What follows belongs to an exercise in optimizing a design on an open flow for small area; a production flow would make more cautious choices.
At most, simulation tests tie the RTL to the original design; equivalence was not proved.
Power and IR drop assume default switching activity.

==> flow/design.v <==
module adc128s022 (
    input               clk,
    input               rstn,
    input               ce,
    input               miso,
    input               fl0,         
    input               ld,          
    input       [4:0]   ldv,
    input               xsh,         
    output reg  [8:0]   cnt,
    output reg          ch,
    output reg  [11:0]  sdata,
    output              sclk,
    output              css,
    output              mosi
);
localparam [8:0] C_IDLE  = 9'd0,
                 C_START = 9'd14,
                 C_T0    = 9'd15,
                 C_FRDY  = 9'd289,
                 C_GO    = 9'd290,
                 C_STOP  = 9'd291;
function automatic ge9(input [8:0] x, input [8:0] k);
    integer b;
    reg r;
    begin
        r = 1'b1;
        for (b = 0; b < 9; b = b + 1)
            r = k[b] ? (x[b] & r) : (x[b] | r);
        ge9 = r;
    end
endfunction
function automatic in9(input [8:0] x, input [8:0] lo, input [8:0] hi);
    in9 = ge9(x, lo) & ~ge9(x, hi + 9'd1);
endfunction
wire [8:0] inc;
wire [8:0] icy;
assign icy[0] = 1'b1;
genvar i;
generate for (i = 0; i < 9; i = i + 1) begin : g_inc
    assign inc[i] = cnt[i] ^ icy[i];
    if (i < 8) begin : g_c
        assign icy[i+1] = cnt[i] & icy[i];
    end
end endgenerate
always @(posedge clk)
    if (!rstn) cnt <= C_IDLE;
    else case (cnt)
        C_IDLE, C_STOP: cnt <= ce ? C_START : C_IDLE;
        C_FRDY:         cnt <= (ch & ~ce) ? C_STOP : C_GO;
        C_GO:           cnt <= C_T0;
        default:        cnt <= inc;
    endcase
always @(posedge clk)
    if (cnt == C_IDLE)                      ch <= 1'b0;
    else if (cnt == C_GO || cnt == C_STOP)  ch <= ~ch;
wire samp = (cnt[3:0] == 4'd7) && in9(cnt, 9'd103, 9'd279);
always @(posedge clk)
    if (ld)
        sdata <= {ldv, sdata[6:0]};
    else if (samp || xsh)
        sdata <= {sdata[10:0], miso};
assign css  = ~in9(cnt, 9'd24, 9'd287);
assign sclk = ~(in9(cnt, 9'd32, 9'd279) && ~cnt[3]);
assign mosi = (fl0 & ~in9(cnt, 9'd32, 9'd291)) | (ch & in9(cnt, 9'd96, 9'd111));
endmodule
module slpf (
    input               clk,
    input               rstn,
    input       [8:0]   cnt,
    input               ch,
    input       [11:0]  sdata,
    input               miso,
    output reg  [12:0]  f0,
    output reg  [12:0]  f1,
    output reg          fl0,
    output              last,
    output      [4:0]   ldv,
    output              xsh,
    output              fa
);
localparam [17:0] B = 18'h18358;
localparam [17:0] A = 18'h07ca8;
reg [28:0] R;
reg r0, r1, fl1, k;
function automatic ge9(input [8:0] x, input [8:0] k);
    integer b;
    reg r;
    begin
        r = 1'b1;
        for (b = 0; b < 9; b = b + 1)
            r = k[b] ? (x[b] & r) : (x[b] | r);
        ge9 = r;
    end
endfunction
function automatic in9(input [8:0] x, input [8:0] lo, input [8:0] hi);
    in9 = ge9(x, lo) & ~ge9(x, hi + 9'd1);
endfunction
wire win  = in9(cnt, 9'd64, 9'd80);      
assign xsh = in9(cnt, 9'd76, 9'd80);     
wire p2   = in9(cnt, 9'd279, 9'd291);    
assign last = (cnt == 9'd290) || (cnt == 9'd291);
reg xj, fj;
always @* begin
    case (cnt[3:0])
        4'd7:    begin xj = miso;      fj = ch ? f1[0]  : f0[0];  end
        4'd8:    begin xj = sdata[1];  fj = ch ? f1[1]  : f0[1];  end
        4'd9:    begin xj = sdata[2];  fj = ch ? f1[2]  : f0[2];  end
        4'd10:   begin xj = sdata[3];  fj = ch ? f1[3]  : f0[3];  end
        4'd11:   begin xj = sdata[4];  fj = ch ? f1[4]  : f0[4];  end
        4'd12:   begin xj = sdata[5];  fj = ch ? f1[5]  : f0[5];  end
        4'd13:   begin xj = sdata[6];  fj = ch ? f1[6]  : f0[6];  end
        4'd14:   begin xj = sdata[7];  fj = ch ? f1[7]  : f0[7];  end
        4'd15:   begin xj = sdata[8];  fj = ch ? f1[8]  : f0[8];  end
        4'd0:    begin xj = sdata[9];  fj = ch ? f1[9]  : f0[9];  end
        4'd1:    begin xj = sdata[10]; fj = ch ? f1[10] : f0[10]; end
        default: begin xj = sdata[11]; fj = ch ? f1[11] : f0[11]; end
    endcase
end
wire j0  = (cnt[3:0] == 4'd7);
wire j11 = (cnt[3:1] == 3'd1);
wire rsel = ch ? r1 : r0;
wire fsel = ch ? fl1 : fl0;
wire kin  = j0 ? ~rsel : k;
wire hj   = fsel ? j11 : (~fj ^ kin ^ j11);
always @(posedge clk)
    k <= p2 & (last ? (rstn & ch) : (~fj & kin));
assign fa = k & ~p2;
wire lb = xsh ? sdata[11] : R[0];
wire mb = win ? (lb & ~fl0) : hj;
wire xb = p2 & xj;
reg [17:0] c;
always @* begin
    case ({mb, xb})
        2'b10:   c = B;
        2'b01:   c = A;
        2'b11:   c = 18'h20000;
        default: c = 18'h0;
    endcase
end
wire [17:0] s;
wire [18:0] cy;
assign cy[0] = 1'b0;
genvar i;
generate for (i = 0; i < 18; i = i + 1) begin : g_add
    wire a = (i < 17) ? R[12 + i] : 1'b0;
    assign s[i]     = a ^ c[i] ^ cy[i];
    assign cy[i+1]  = (a & c[i]) | (cy[i] & (a ^ c[i]));
end endgenerate
wire [11:0] hi   = s[17:6];
wire        rr   = s[5];
assign      ldv  = {s[1], s[2], s[3], s[4], s[5]};
wire [12:0] fnew;
wire [11:0] ic;
assign ic[0] = rr;
generate for (i = 0; i < 11; i = i + 1) begin : g_f
    assign fnew[i]  = hi[i] ^ ic[i];
    assign ic[i+1]  = hi[i] | ic[i];
end endgenerate
assign fnew[11] = ~(hi[11] ^ ic[11]);
assign fnew[12] = hi[11] & ic[11];
always @(posedge clk)
    if (win || p2) R <= last ? {17'b0, s[0], R[11:1]} : {s, R[11:1]};
always @(posedge clk) begin
    if (last && !ch) begin f0 <= fnew; r0 <= rr; end
    if (last &&  ch) begin f1 <= fnew; r1 <= rr; end
end
always @(posedge clk)
    if (!rstn) begin
        fl0 <= 1'b1;
        fl1 <= 1'b1;
    end else if (last) begin
        if (ch) fl1 <= 1'b0;
        else    fl0 <= 1'b0;
    end
endmodule
module adc_ctrl (
    input                   clk,
    input                   rstn,
    input                   adc_ce,
    output  logic   [11:0]  adc_data0,
    output  logic   [11:0]  adc_data1,
    output  logic           adc_val,
    output          [17:0]  flt_data0,
    output          [17:0]  flt_data1,
    output  logic           flt_val,
    output                  adc_sclk,
    output                  adc_css,
    output                  adc_dout,
    input                   adc_din
);
wire [8:0]  cnt;
wire        ch;
wire [11:0] sdata;
wire [12:0] f0, f1;
wire        fl0, last, xsh, fa;
wire [4:0]  ldv;
adc128s022 adc128s022_u (
    .clk    ( clk       ),
    .rstn   ( rstn      ),
    .ce     ( adc_ce    ),
    .miso   ( adc_din   ),
    .fl0    ( fl0       ),
    .ld     ( last      ),
    .ldv    ( ldv       ),
    .xsh    ( xsh       ),
    .cnt    ( cnt       ),
    .ch     ( ch        ),
    .sdata  ( sdata     ),
    .sclk   ( adc_sclk  ),
    .css    ( adc_css   ),
    .mosi   ( adc_dout  )
);
slpf slpf_u (
    .clk    ( clk       ),
    .rstn   ( rstn      ),
    .cnt    ( cnt       ),
    .ch     ( ch        ),
    .sdata  ( sdata     ),
    .miso   ( adc_din   ),
    .f0     ( f0        ),
    .f1     ( f1        ),
    .fl0    ( fl0       ),
    .last   ( last      ),
    .ldv    ( ldv       ),
    .xsh    ( xsh       ),
    .fa     ( fa        )
);
always_ff @(posedge clk) begin
    adc_val <= (cnt == 9'd288) & ch;
    if (cnt == 9'd288 && !ch) adc_data0 <= sdata;
end
assign adc_data1 = sdata;
logic fb;
always_ff @(posedge clk) begin
    fb      <= rstn & fa;
    flt_val <= fb;
end
assign flt_data0 = {{5{f0[12]}}, f0};
assign flt_data1 = {{5{f1[12]}}, f1};
endmodule
==> flow/config.mk <==
export PLATFORM = sky130hd
export DESIGN_NAME = adc_ctrl
export DESIGN_NICKNAME = adc_ctrl
export VERILOG_FILES = /design/flow/design.v
export SDC_FILE = /design/flow/constraint.sdc
export NUM_CORES = 4
export LEC_CHECK = 0
export CAP_MARGIN = 20
export CORE_MARGIN = 2
export CORE_UTILIZATION = 40
export SLEW_MARGIN = 20
==> flow/constraint.sdc <==
create_clock -name core_clock -period 20.0 [get_ports {clk}]
set_input_delay 4.0000 -clock core_clock [delete_from_list [all_inputs] [get_ports {clk}]]
set_output_delay 4.0000 -clock core_clock [all_outputs]
set_load 0.01 [all_outputs]
standard.sh (not shown) runs the stock make flow with config.mk's settings and CLKGATE_MAP_FILE= SYNTH_SCRIPT=/design/flow/synth_recipe.tcl, a recipe that flattens the netlist after the stock synthesis.
==> flow/flow/run.sh <==
#!/bin/bash
# The standard layout (standard.sh) with these changes:
#  - synthesis: ABC maps for area (flow/synth.tcl); no full/half-adder cells
#  - the smallest buffer on the ports
#  - clock tree from clkbuf_8, larger sink clusters, no dummy loads
set -euo pipefail
cd "$(dirname "$0")/.."
bash standard.sh \
  SYNTH_SCRIPT="$PWD/flow/synth.tcl" \
  ADDER_MAP_FILE= \
  BUFFER_PORTS_ARGS="-buffer_cell sky130_fd_sc_hd__buf_1" \
  CTS_ARGS="-sink_clustering_enable -repair_clock_nets -buf_list sky130_fd_sc_hd__clkbuf_8 -sink_clustering_size 30 -sink_clustering_max_diameter 100 -dont_use_dummy_load" \
  finish > flow_make.log 2>&1
==> flow/flow/synth.tcl <==
# The standard flow's synthesis script (synth_recipe.tcl), with one change: ABC maps the
# logic with an area-oriented script instead of ORFS's delay-driven one (the
# delay target ORFS derives here is 20 ps, far below the 20 ns clock).
# Registers are left as they are, so they match the standard synthesis.
proc synth {args} { yosys synth -nofsm -noshare {*}$args }
proc abc {args} {
  set keep {}
  set i 0
  while { $i < [llength $args] } {
    set a [lindex $args $i]
    if { $a in {-script -constr -D} } {
      incr i 2
      continue
    }
    lappend keep $a
    incr i
  }
  lappend keep -script "+strash;&get -n;&deepsyn -J 100;&put;dch -f;amap"
  yosys abc {*}$keep
}
source $::env(SCRIPTS_DIR)/synth.tcl
# left out here: clear keep_hierarchy, flatten, clean up, hide names made inside functions, write 1_2_yosys.v
Then changed:
--- a/flow/design.v
+++ b/flow/design.v
@@ -82,5 +82,5 @@
 localparam [17:0] B = 18'h18358;
 localparam [17:0] A = 18'h07ca8;
-reg [28:0] R;
+reg [29:0] R;
 reg r0, r1, fl1, k;
 function automatic ge9(input [8:0] x, input [8:0] k);
@@ -127,39 +127,35 @@
     k <= p2 & (last ? (rstn & ch) : (~fj & kin));
 assign fa = k & ~p2;
-wire lb = xsh ? sdata[11] : R[0];
+wire lb = xsh ? sdata[11] : ~R[0];
 wire mb = win ? (lb & ~fl0) : hj;
 wire xb = p2 & xj;
-reg [17:0] c;
+wire e  = (cnt == 9'd80) | last;
+reg [18:0] c;
 always @* begin
-    case ({mb, xb})
-        2'b10:   c = B;
-        2'b01:   c = A;
-        2'b11:   c = 18'h20000;
-        default: c = 18'h0;
+    case ({e, mb, xb})
+        3'b000:  c = 19'h0;
+        3'b010:  c = -{1'b0, B};
+        3'b001:  c = -{1'b0, A};
+        3'b011:  c = 19'h60000;     
+        3'b100:  c = 19'h20000;     
+        3'b110:  c = {1'b0, A};
+        3'b101:  c = {1'b0, B};
+        default: c = 19'h0;
     endcase
 end
-wire [17:0] s;
-wire [18:0] cy;
+wire [18:0] s;
+wire [19:0] cy;
 assign cy[0] = 1'b0;
 genvar i;
-generate for (i = 0; i < 18; i = i + 1) begin : g_add
-    wire a = (i < 17) ? R[12 + i] : 1'b0;
+generate for (i = 0; i < 19; i = i + 1) begin : g_add
+    wire a = (i < 18) ? R[12 + i] : R[29];
     assign s[i]     = a ^ c[i] ^ cy[i];
     assign cy[i+1]  = (a & c[i]) | (cy[i] & (a ^ c[i]));
 end endgenerate
-wire [11:0] hi   = s[17:6];
+wire [12:0] fnew = s[18:6];
 wire        rr   = s[5];
-assign      ldv  = {s[1], s[2], s[3], s[4], s[5]};
-wire [12:0] fnew;
-wire [11:0] ic;
-assign ic[0] = rr;
-generate for (i = 0; i < 11; i = i + 1) begin : g_f
-    assign fnew[i]  = hi[i] ^ ic[i];
-    assign ic[i+1]  = hi[i] | ic[i];
-end endgenerate
-assign fnew[11] = ~(hi[11] ^ ic[11]);
-assign fnew[12] = hi[11] & ic[11];
-always @(posedge clk)
-    if (win || p2) R <= last ? {17'b0, s[0], R[11:1]} : {s, R[11:1]};
+assign      ldv  = {~s[1], ~s[2], ~s[3], ~s[4], s[5]};
+always @(posedge clk)
+    if (win || p2 || !rstn) R <= (last || !rstn) ? {18'h3ffff, s[0], R[11:1]} : {s, R[11:1]};
 always @(posedge clk) begin
     if (last && !ch) begin f0 <= fnew; r0 <= rr; end
What happened: Combinational power rises by 2.1%. Register-to-register slack gets worse by 0.64 ns. Core utilization falls by 0.27 points. Design area falls by 1.0%. Power rises by 3.1%. Synthesized cell count falls by 5.0%. Global-route usage rises by 0.14 points. Final cell count falls by 3.6%. Sequential cell count rises by 1. Clock-buffer cell count stays the same. Clock power rises by about 2%.
Function not checked in the second run of this note: the RTL went through the layout flow alone.

-- what the ideal ports hide --
How much do the figures lean on ideal ports? The routed layouts below were timed once more, with nothing changed but the port constraints. Step 1 assumes that a clkbuf_16 drives the clock port and a buf_2 every other input. Step 2 moves the port delays by t, midway between the first and last clock arrival at a register: inputs arrive t later, outputs are due t later. That takes back most of the time a late clock gives input paths. Slacks: ideal ports / drivers / drivers and shift; pairs: ideal ports / drivers.
| run | t (ns) | slack for setup (ns) | worst setup path after step 2 | slew at the worst register clock pin (ns) |
|---|---|---|---|---|
| the first run | 0.391 | 11.751 / 11.747 / 11.356 | input to register | 0.10 / 0.10 |
| the second run | 0.385 | 11.707 / 11.713 / 11.328 | input to register | 0.09 / 0.09 |
After both steps every run listed still meets setup and hold. The setup slack of the first run, which loses most, moves by -0.004 ns with the drivers and by -0.395 ns with both steps.
